Source: an optimization exercise on an open RTL-to-GDS flow (aim: small area, a short achievable clock period and few clock cycles per item). Production flows keep margins and buffers that such runs may drop.
The RTL was checked by simulation tests, not by an equivalence proof against the original design.

[flow/run.sh]
#!/bin/bash
# synth_recipe.tcl (not shown) runs the flow's synth.tcl, then flattens the netlist and writes it again
# the make line also repeats each setting of config.mk as NAME=value (left out here)
make -C /OpenROAD-flow-scripts/flow DESIGN_CONFIG=/design/flow/config.mk WORK_HOME=/design/flow/orfs CLKGATE_MAP_FILE= SYNTH_SCRIPT=/design/flow/synth_recipe.tcl finish
[flow/config.mk]
export PLATFORM = sky130hd
export DESIGN_NAME = dnn_relu_fp16
export DESIGN_NICKNAME = dnn_relu_fp16
export VERILOG_FILES = /design/flow/design.v
export SDC_FILE = /design/flow/constraint.sdc
export NUM_CORES = 8
export LEC_CHECK = 0
export CAP_MARGIN = 20
export CORE_MARGIN = 2
export CORE_UTILIZATION = 40
export SLEW_MARGIN = 20
[flow/constraint.sdc]
create_clock -name core_clock -period 30.0 [get_ports {clk}]
set_input_delay 6.0000 -clock core_clock [delete_from_list [all_inputs] [get_ports {clk}]]
set_output_delay 6.0000 -clock core_clock [all_outputs]
set_load 0.01 [all_outputs]
[flow/design.v]
`timescale 1ns / 1ps
module mul_fp16
    (input  logic [15:0] a,
     input  logic [15:0] b,
     output logic [15:0] s
    );
    logic [21:0] m;
    logic [5:0]  esum;
    logic [4:0]  e0;
    logic        zero, ninf, pinf, keep;
    logic [9:0]  mo;
    always_comb begin
        m    = {1'b1, a[9:0]} * {1'b1, b[9:0]};
        esum = {1'b0, a[14:10]} + {1'b0, b[14:10]};
        e0   = esum[4:0] + 5'd17;               
        zero = (a == 16'h0000) || (b == 16'h0000);
        ninf = (a == 16'hFA00) || (b == 16'hFA00);
        pinf = (a == 16'h7A00) || (b == 16'h7A00);
        keep = m[21] || (e0 == 5'd0);
        mo   = keep ? m[20:11] : {m[19:11], 1'b0};
        if (zero)
            s = 16'h0000;
        else if (ninf)
            s = 16'hFA00;
        else if (pinf)
            s = 16'h7A00;
        else if (esum <= 6'd14)
            s = 16'h0000;
        else
            s = {a[15] ^ b[15], e0 + {4'd0, m[21]}, mo};
    end
endmodule
`timescale 1ns / 1ps
module add_s1
    (input  logic [15:0] a,
     input  logic [15:0] b,
     output logic [15:0] l,
     output logic [10:0] ms,
     output logic        sub
    );
    logic        agt;
    logic [15:0] t;
    logic [4:0]  shr;
    always_comb begin
        agt = a[14:0] > b[14:0];
        t   = agt ? b : a;
        shr = (agt ? a[14:10] : b[14:10]) - t[14:10];
        sub = a[15] ^ b[15];
        ms  = {1'b1, t[9:0]} >> shr;
        l   = agt ? a : b;
        if (a == 16'h0000) begin
            l  = b;
            ms = 11'd0;
        end else if (b == 16'h0000) begin
            l  = a;
            ms = 11'd0;
        end else if (a == 16'hFA00 || b == 16'hFA00) begin
            l  = 16'hFA00;
            ms = 11'd0;
        end else if (a == 16'h7A00 || b == 16'h7A00) begin
            l  = 16'h7A00;
            ms = 11'd0;
        end else if (a[14:0] == b[14:0] && sub) begin
            l  = 16'h0000;
            ms = 11'd0;
        end
    end
endmodule
module add_s2
    (input  logic [15:0] l,
     input  logic [10:0] ms,
     input  logic        sub,
     output logic [15:0] s
    );
    logic [11:0] mf;
    logic [4:0]  lz, sh;
    logic [10:0] mn;
    always_comb begin
        mf = sub ? {1'b0, 1'b1, l[9:0]} - {1'b0, ms}
                 : {1'b0, 1'b1, l[9:0]} + {1'b0, ms};
        lz = 5'd11;
        for (int p = 0; p <= 10; p++)
            if (mf[p]) lz = 5'(10 - p);
        sh = (lz < l[14:10]) ? lz : l[14:10];
        mn = mf[10:0] << sh;
        if (mf[11])
            s = {l[15], l[14:10] + 5'd1, mf[10:1]};
        else
            s = {l[15], l[14:10] - sh, mn[9:0]};
    end
endmodule
`timescale 1ns / 1ps
module dnn_relu_fp16
     (input     logic   clk,
      input     logic   rst,
      input     logic   start,
      input     logic   reset,
      output    logic   done,
      output    logic   unsigned    [16:0]    mem_addr,
      input     logic   signed      [15:0]    mem_data,
      output    logic               [159:0]   out);
    localparam logic [16:0] BASE_W1 = 17'd401;
    localparam logic [16:0] BASE_W2 = 17'd10426;
    localparam logic [15:0] ONE     = 16'h3C00;
    localparam logic [2:0] S_IDLE = 3'd0,
                           S_L1   = 3'd1,
                           S_PRE  = 3'd2,
                           S_L2   = 3'd3,
                           S_FIN  = 3'd4,
                           S_DONE = 3'd5;
    logic [2:0]  st;
    logic [16:0] ma;
    logic [4:0]  nj;
    logic [8:0]  n;        
    logic [16:0] fb;       
    logic [16:0] sb;       
    logic [4:0]  wleft;    
    logic        qv;       
    logic [4:0]  clrc;     
    logic [3:0]  cnt;      
    logic [4:0]  li;       
    logic        lk;       
    logic [2:0]  lp;       
    logic r_act, r_w1, r_l2, r_pre, r_l2f, r_last, r_fin, r_first;
    logic m_act, m_v, m_l2, m_pre, m_l2f, m_last, m_fin;
    logic s1_l2, s1_pre, s1_l2f, s1_last, s1_fin;
    logic s2_l2, s2_pre, s2_last, s2_fin;
    logic y_pre, y_last, y_fin;
    logic [15:0] D, A, Q, P, Y, H;
    logic [15:0] R [0:23];
    logic [15:0] O [0:9];
    logic [15:0] X_l;
    logic [10:0] X_ms;
    logic        X_sub;
    logic [4:0]  njn;
    logic        cap, busy, clr, rot;
    logic [15:0] prod, acc, s1_l, s2_s;
    logic [10:0] s1_ms;
    logic        s1_sub;
    assign njn  = (nj >= 5'd12) ? nj - 5'd12 : nj + 5'd13;
    assign cap  = (st == S_L1) && m_act && (D[14:0] != 15'd0);
    assign busy = r_w1 && (wleft != 5'd0);
    assign clr  = (clrc != 5'd0);
    assign rot  = s1_l2f || y_last || y_pre;
    mul_fp16 U_MUL (.a(A), .b(D), .s(prod));
    always_comb begin
        if (s1_l2)
            acc = s1_pre ? 16'h0000 : (s1_l2f ? O[0] : Y);
        else
            acc = clr ? 16'h0000 : R[0];
    end
    add_s1 U_ADD1 (.a(acc), .b(P), .l(s1_l), .ms(s1_ms), .sub(s1_sub));
    add_s2 U_ADD2 (.l(X_l), .ms(X_ms), .sub(X_sub), .s(s2_s));
    logic [2:0]  st_n;
    logic [16:0] ma_n, sb_n;
    logic [8:0]  n_n;
    logic [4:0]  wleft_n, li_n;
    logic [3:0]  cnt_n;
    logic        lk_n;
    logic [2:0]  lp_n;
    logic nr_act, nr_w1, nr_l2, nr_pre, nr_l2f, nr_last, nr_fin, nr_first;
    always_comb begin
        st_n = st; ma_n = ma; sb_n = sb; n_n = n; wleft_n = wleft;
        cnt_n = cnt; li_n = li; lk_n = lk; lp_n = lp;
        nr_act = 1'b0; nr_w1 = 1'b0; nr_l2 = 1'b0; nr_pre = 1'b0;
        nr_l2f = 1'b0; nr_last = 1'b0; nr_fin = 1'b0; nr_first = 1'b0;
        case (st)
            S_IDLE: begin
                ma_n = 17'd0;
                nr_act = 1'b1;
                if (start) begin
                    st_n = S_L1;
                    ma_n = 17'd1;
                    n_n  = 9'd2;
                end
            end
            S_L1: begin
                if (busy) begin
                    nr_w1 = 1'b1;
                    wleft_n = wleft - 5'd1;
                    ma_n = sb + {12'd0, njn};
                end else if (qv || cap) begin
                    nr_w1 = 1'b1;
                    nr_first = 1'b1;
                    wleft_n = 5'd24;
                    sb_n = cap ? fb : sb + 17'd25;
                    ma_n = sb_n + {12'd0, njn};
                end else if (n != 9'd401) begin
                    nr_act = 1'b1;
                    ma_n = {8'd0, n};
                    n_n = n + 9'd1;
                end else if (!r_act) begin
                    st_n = S_PRE;
                    cnt_n = 4'd0;
                    ma_n = BASE_W2;
                    nr_l2 = 1'b1;
                    nr_pre = 1'b1;
                end
            end
            S_PRE: begin
                if (cnt != 4'd11)
                    cnt_n = cnt + 4'd1;
                if (cnt < 4'd9) begin
                    ma_n = ma + 17'd1;
                    nr_l2 = 1'b1;
                    nr_pre = 1'b1;
                end else if (cnt == 4'd11 && njn == 5'd0) begin
                    st_n = S_L2;
                    ma_n = BASE_W2 + 17'd10;
                    li_n = 5'd1; lk_n = 1'b0; lp_n = 3'd0;
                    nr_l2 = 1'b1;
                    nr_l2f = 1'b1;
                end
            end
            S_L2: begin
                if (!lk) begin
                    lk_n = 1'b1;
                    ma_n = ma + 17'd1;
                    nr_l2 = 1'b1;
                    nr_l2f = (li == 5'd1);
                    nr_last = (li == 5'd25);
                    nr_fin = (li == 5'd25) && (lp == 3'd4);
                end else if (li != 5'd25) begin
                    li_n = li + 5'd1;
                    lk_n = 1'b0;
                    ma_n = ma + 17'd9;
                    nr_l2 = 1'b1;
                    nr_last = (li == 5'd24);
                end else if (lp != 3'd4) begin
                    lp_n = lp + 3'd1;
                    li_n = 5'd1;
                    lk_n = 1'b0;
                    ma_n = ma - 17'd239;
                    nr_l2 = 1'b1;
                    nr_l2f = 1'b1;
                end else begin
                    st_n = S_FIN;
                end
            end
            S_FIN: begin
                if (y_fin)
                    st_n = S_DONE;
            end
            S_DONE: begin
                ma_n = 17'd0;
                nr_act = 1'b1;
                if (reset)
                    st_n = S_IDLE;
            end
            default: st_n = S_IDLE;
        endcase
    end
    always_ff @(posedge clk or posedge rst) begin
        if (rst) begin
            st <= S_IDLE; ma <= 17'd0; nj <= 5'd0; n <= 9'd0;
            fb <= 17'd0; sb <= 17'd0; wleft <= 5'd0; qv <= 1'b0;
            clrc <= 5'd0; cnt <= 4'd0; li <= 5'd0; lk <= 1'b0; lp <= 3'd0;
            done <= 1'b0;
            r_act <= 1'b0; r_w1 <= 1'b0; r_l2 <= 1'b0; r_pre <= 1'b0;
            r_l2f <= 1'b0; r_last <= 1'b0; r_fin <= 1'b0; r_first <= 1'b0;
            m_act <= 1'b0; m_v <= 1'b0; m_l2 <= 1'b0; m_pre <= 1'b0;
            m_l2f <= 1'b0; m_last <= 1'b0; m_fin <= 1'b0;
            s1_l2 <= 1'b0; s1_pre <= 1'b0; s1_l2f <= 1'b0; s1_last <= 1'b0; s1_fin <= 1'b0;
            s2_l2 <= 1'b0; s2_pre <= 1'b0; s2_last <= 1'b0; s2_fin <= 1'b0;
            y_pre <= 1'b0; y_last <= 1'b0; y_fin <= 1'b0;
        end else begin
            st <= st_n; ma <= ma_n; nj <= njn; n <= n_n; sb <= sb_n;
            wleft <= wleft_n; cnt <= cnt_n; li <= li_n; lk <= lk_n; lp <= lp_n;
            if (st == S_IDLE && start)
                fb <= BASE_W1;
            else if (m_act)
                fb <= fb + 17'd25;
            if (st == S_IDLE)
                qv <= 1'b0;
            else
                qv <= cap || (qv && !r_first);
            if (st == S_IDLE && start)
                clrc <= 5'd25;
            else if (clrc != 5'd0)
                clrc <= clrc - 5'd1;
            if (y_fin)
                done <= 1'b1;
            else if (reset)
                done <= 1'b0;
            r_act <= nr_act; r_w1 <= nr_w1; r_l2 <= nr_l2; r_pre <= nr_pre;
            r_l2f <= nr_l2f; r_last <= nr_last; r_fin <= nr_fin; r_first <= nr_first;
            m_act <= r_act || (st == S_IDLE && start); m_v <= r_w1 || r_l2; m_l2 <= r_l2; m_pre <= r_pre;
            m_l2f <= r_l2f; m_last <= r_last; m_fin <= r_fin;
            s1_l2 <= m_l2; s1_pre <= m_pre; s1_l2f <= m_l2f; s1_last <= m_last; s1_fin <= m_fin;
            s2_l2 <= s1_l2; s2_pre <= s1_pre; s2_last <= s1_last; s2_fin <= s1_fin;
            y_pre <= s2_pre; y_last <= s2_last; y_fin <= s2_fin;
        end
    end
    always_ff @(posedge clk) begin
        D <= mem_data;
        P <= m_v ? prod : 16'h0000;
        X_l <= s1_l;
        X_ms <= s1_ms;
        X_sub <= s1_sub;
        Y <= s2_s;
        H <= R[0];
        for (int k = 0; k < 23; k++)
            R[k] <= R[k+1];
        R[23] <= s2_l2 ? H : s2_s;
        if (cap)
            Q <= D;
        if (r_first)
            A <= Q;
        else if (r_pre)
            A <= ONE;
        else if (r_l2 && !lk)
            A <= R[2][15] ? 16'h0000 : R[2];
        if (rot) begin
            for (int k = 0; k < 9; k++)
                O[k] <= O[k+1];
            O[9] <= (y_pre || !Y[15]) ? Y : 16'h0000;
        end
    end
    always_comb begin
        for (int k = 0; k < 10; k++)
            out[16*k +: 16] = O[k];
    end
    assign mem_addr = ma;
endmodule
==> results.txt <==
==> final cells by class <==
cell class | instances | area [um^2] | area share [%]
Inverter | 188 | 708 | 1.89
Multi-Input combinational cell | 1626 | 12300 | 32.6
Timing Repair Buffer | 214 | 2120 | 5.65
Clock inverter | 40 | 606 | 1.61
Tap cell | 1050 | 1310 | 3.50
Clock buffer | 107 | 2250 | 5.99
Sequential cell | 788 | 18300 | 48.7
==> cell families after synthesis <==
group                    after synthesis  synth area share (%)
flip-flops                           788                  58.0
AND/OR/NAND/NOR                      710                  11.1
AO/OA/AOI/OAI                        476                  10.0
buffers and inverters                270                  3.29
adder cells (fa/ha/maj)              221                  10.8
XOR/XNOR                             134                  3.76
multiplexers                          85                  3.10
==> registers in the layout (all words and copies together), names as in the netlist, 17 cells and up <==
name	count
O	160
R	384
fb	17
ma	17
sb	17
==> path summary, 6_finish.rpt <==
path / startpoint / endpoint / cells after the start
max in group asynchronous: rst / sb[2] / 3
worst max register to register: X_ms[3] / R[23][14] / 26
worst max-delay path: ma[12] / mem_addr[12] / 1
worst min-delay path: R[17][1] / R[16][1] / 0
min in group asynchronous: rst / ma[12] / 2
worst min register to register: R[17][1] / R[16][1] / 0
==> routing by layer <==
layer	global-route usage, %	wire (um)	up-vias
met3	2.85	2860	132
li1	-	-	9803
met2	32.0	37200	487
met1	23.4	32300	10300
met5	0	0	-
met4	6.49	2310	0
==> synth_stat cells, types with 20 or more instances <==
cell type    n
ha_1       137
dfrtp_1    120
a21o_1      30
a21oi_1    123
xnor2_1     79
mux2i_1     56
nand2b_1    22
dfxtp_1    476
nor3_1      55
a22o_1      27
xor2_1      54
nor2_1     168
fa_1        84
nand2_1    205
nand4_1     24
and2_1      66
edfxtp_1   192
nor4_1      20
clkbuf_1    67
o21ai_0    108
mux2_2      21
inv_1      186
nand3_1     47
==> stage by stage <==
stage               setup slack, ps  utilization [%]
finish                        22220             47.8
global route                  22130             47.8
CTS                           22180             47.8
detailed placement            21810             44.2
global placement              21840             44.2
floorplan                     20810                -
==> layout by cell type (no fill, tap or decap), drive strengths merged, types with 27 or more instances in the layout <==
| cell type | n |
|---|---|
| dfxtp | 476 |
| nand2 | 206 |
| clkdlybuf4s50 | 197 |
| edfxtp | 192 |
| inv | 192 |
| nor2 | 168 |
| ha | 137 |
| a21oi | 124 |
| dfrtp | 120 |
| o21ai | 113 |
| clkbuf | 107 |
| fa | 84 |
| xnor2 | 79 |
| and2 | 68 |
| mux2i | 57 |
| nor3 | 55 |
| xor2 | 54 |
| nand3 | 47 |
| a21o | 30 |
| a22o | 27 |
| clkinv | 27 |
==> metrics.md <==
| Metric | Value |
|---|---|
| Max-slew violations | `0` |
| CP Max Fanout | `8` |
| Die Y-Extent | `285 um` |
| WL/cell | `18.6 um` |
| Final Cycle Share | `25.9%` |
| Hold Vio Cnt, Final | `0` |
| Final non-filler cell total | `between 4k and 5k` |
| I/O pin count | `between 150 and 200` |
| Hold WC Path Type | `flop to flop` |
| Worst-path clk slew | `60 ps` |
| Yosys top cell area share | `between 30% and 40%` |
| Drt pass-1 iters | `5` |
| Min cycle time layout | `roughly 7800 ps` |
| Yosys reg bits | `788` |
| Async SR Flop Fraction | `between 10% and 20%` |
| Final setup viols | `0` |
| Initial antenna violation count | `2` |
| Distinct cells, synth | `between 100 and 150` |
| Via density | `approximately 5.2` |
| Final instance area | `approximately 38,000 um^2` |
| YS warnings | `6` |
| Slowest stage delay, CP | `between 600 and 700 ps` |
| Endpoint class of the critical path | `output port` |
| Syn_nets | `2,925` |
| Sequential share of the synthesized area | `58.0%` |
| Placed insts | `roughly 3.9k` |
| Area Overhead vs Synth | `19.0%` |
| First-pass GRT wire length | `approximately 120,000 um` |
| Global route total overflow | `0` |
| Primary FF master, synth | `dfxtp_1` |
| CTS root buffer | `clkbuf_16` |
| Setup TNS | `0 ps` |
| Max cap viols | `0` |
| Synth top area cells | `dfxtp_1, edfxtp_1, dfrtp_1` |
| Fill cell count | `roughly 6.9k` |
| WS Path Type | `flop to output port` |
| Syn_area_per_cell | `between 10 and 15 um^2` |
| EDFF count, synth | `~190` |
| Final Skew | `between 30 and 40 ps` |
| Core box area | `78,500 um^2` |
| Post-CTS resize count | `0` |
| Outcome | `finished clean` |
| Postcts setup bufs | `0` |
| CP Buf/Inv Count | `1` |
| Final nets | `around 3.1k` |
| Syn Inst Count | `2,684` |
| Vias in the first global route | `approximately 21k` |
| Initial DRC count | `roughly 1.2k` |
| Peak Freq | `around 0.13 GHz` |
| Die footprint | `81,200 um^2` |
| Starting Density | `roughly two fifths` |
| Hold_buf cts | `0` |
| TritonCTS Buffers | `80` |
| Worst EP required | `24,000 ps` |
| Slew headroom | `24.0%` |
| Die Wd | `285 um` |
| Port bufs | `~200` |
| Crit path max-delay family | `buffers and inverters` |
| Worst Tran Pin Value | `around 1100 ps` |
| Crit path DAT | `1780 ps` |
| Post-Syn Area | `around 32,000 um^2` |
| Layout cells sized above 1 | `under 10%` |
| CP startpoint kind | `flop` |
| Row cnt | `around 100` |
| Overall Global Routing Usage | `between 10% and 20%` |
| Vias | `roughly 21k` |
| Worst reg2reg setup slack | `roughly 23,000 ps` |
| Routability-driven placement congestion ratio | `0.898` |
| Final antenna-violating net count | `0` |
| # diodes | `0` |
| RSZ-0062 raised after global routing | `false` |
| TritonCTS clock tree | `built` |
| Min Hold Slack | `about 320 ps` |
| H-tree depth | `3` |
| Worst-path cell chain | `clkdlybuf4s50_1` |
| Drc violations | `0` |
| # clock sinks | `about 790` |
| Drt total wl | `74,700 um` |
| Slowest cell on the critical path | `clkdlybuf4s50_1` |
| Largest net degree at the start of global routing | `83` |
| Yosys top cell by area | `dfxtp_1` |
| Clock tree buffer depth | `3` |
| Worst skew pair latency | `640 ps` |
| Hpwl dp | `around 54,000 um` |
| Placed cell areas | `~35,000 um^2` |
Testbench counts, summed over its fixed seeds: cycles 143,457, items 48.

==> what the ideal ports hide <==
The flow's constraints put no driver on any port. The routed layout listed below was extracted and timed again, unchanged, in two steps.
Step 1 (the two cells are an assumption about what drives the block):
set clk [get_ports {clk}]
set_driving_cell -lib_cell sky130_fd_sc_hd__clkbuf_16 $clk
set_driving_cell -lib_cell sky130_fd_sc_hd__buf_2 [delete_from_list [all_inputs] $clk]
Step 2 also shifts input and output timing later by t, the mid clock arrival at the registers, as if the neighbouring blocks saw the same clock.
a / b / c = ideal ports / drivers / drivers and shift; a / b = the first two.
shift t [ns]: 0.689
slack for setup (ns): 22.215 / 22.152 / 21.825
hold WS [ns]: 0.317 / 0.317 / 0.317
worst data-port slew with drivers (ns): 0.12
pins driven straight from the clock port: 1
After both steps this run still meets setup and hold. The setup slack of this run moves by -0.063 ns with the drivers and by -0.390 ns with both steps.
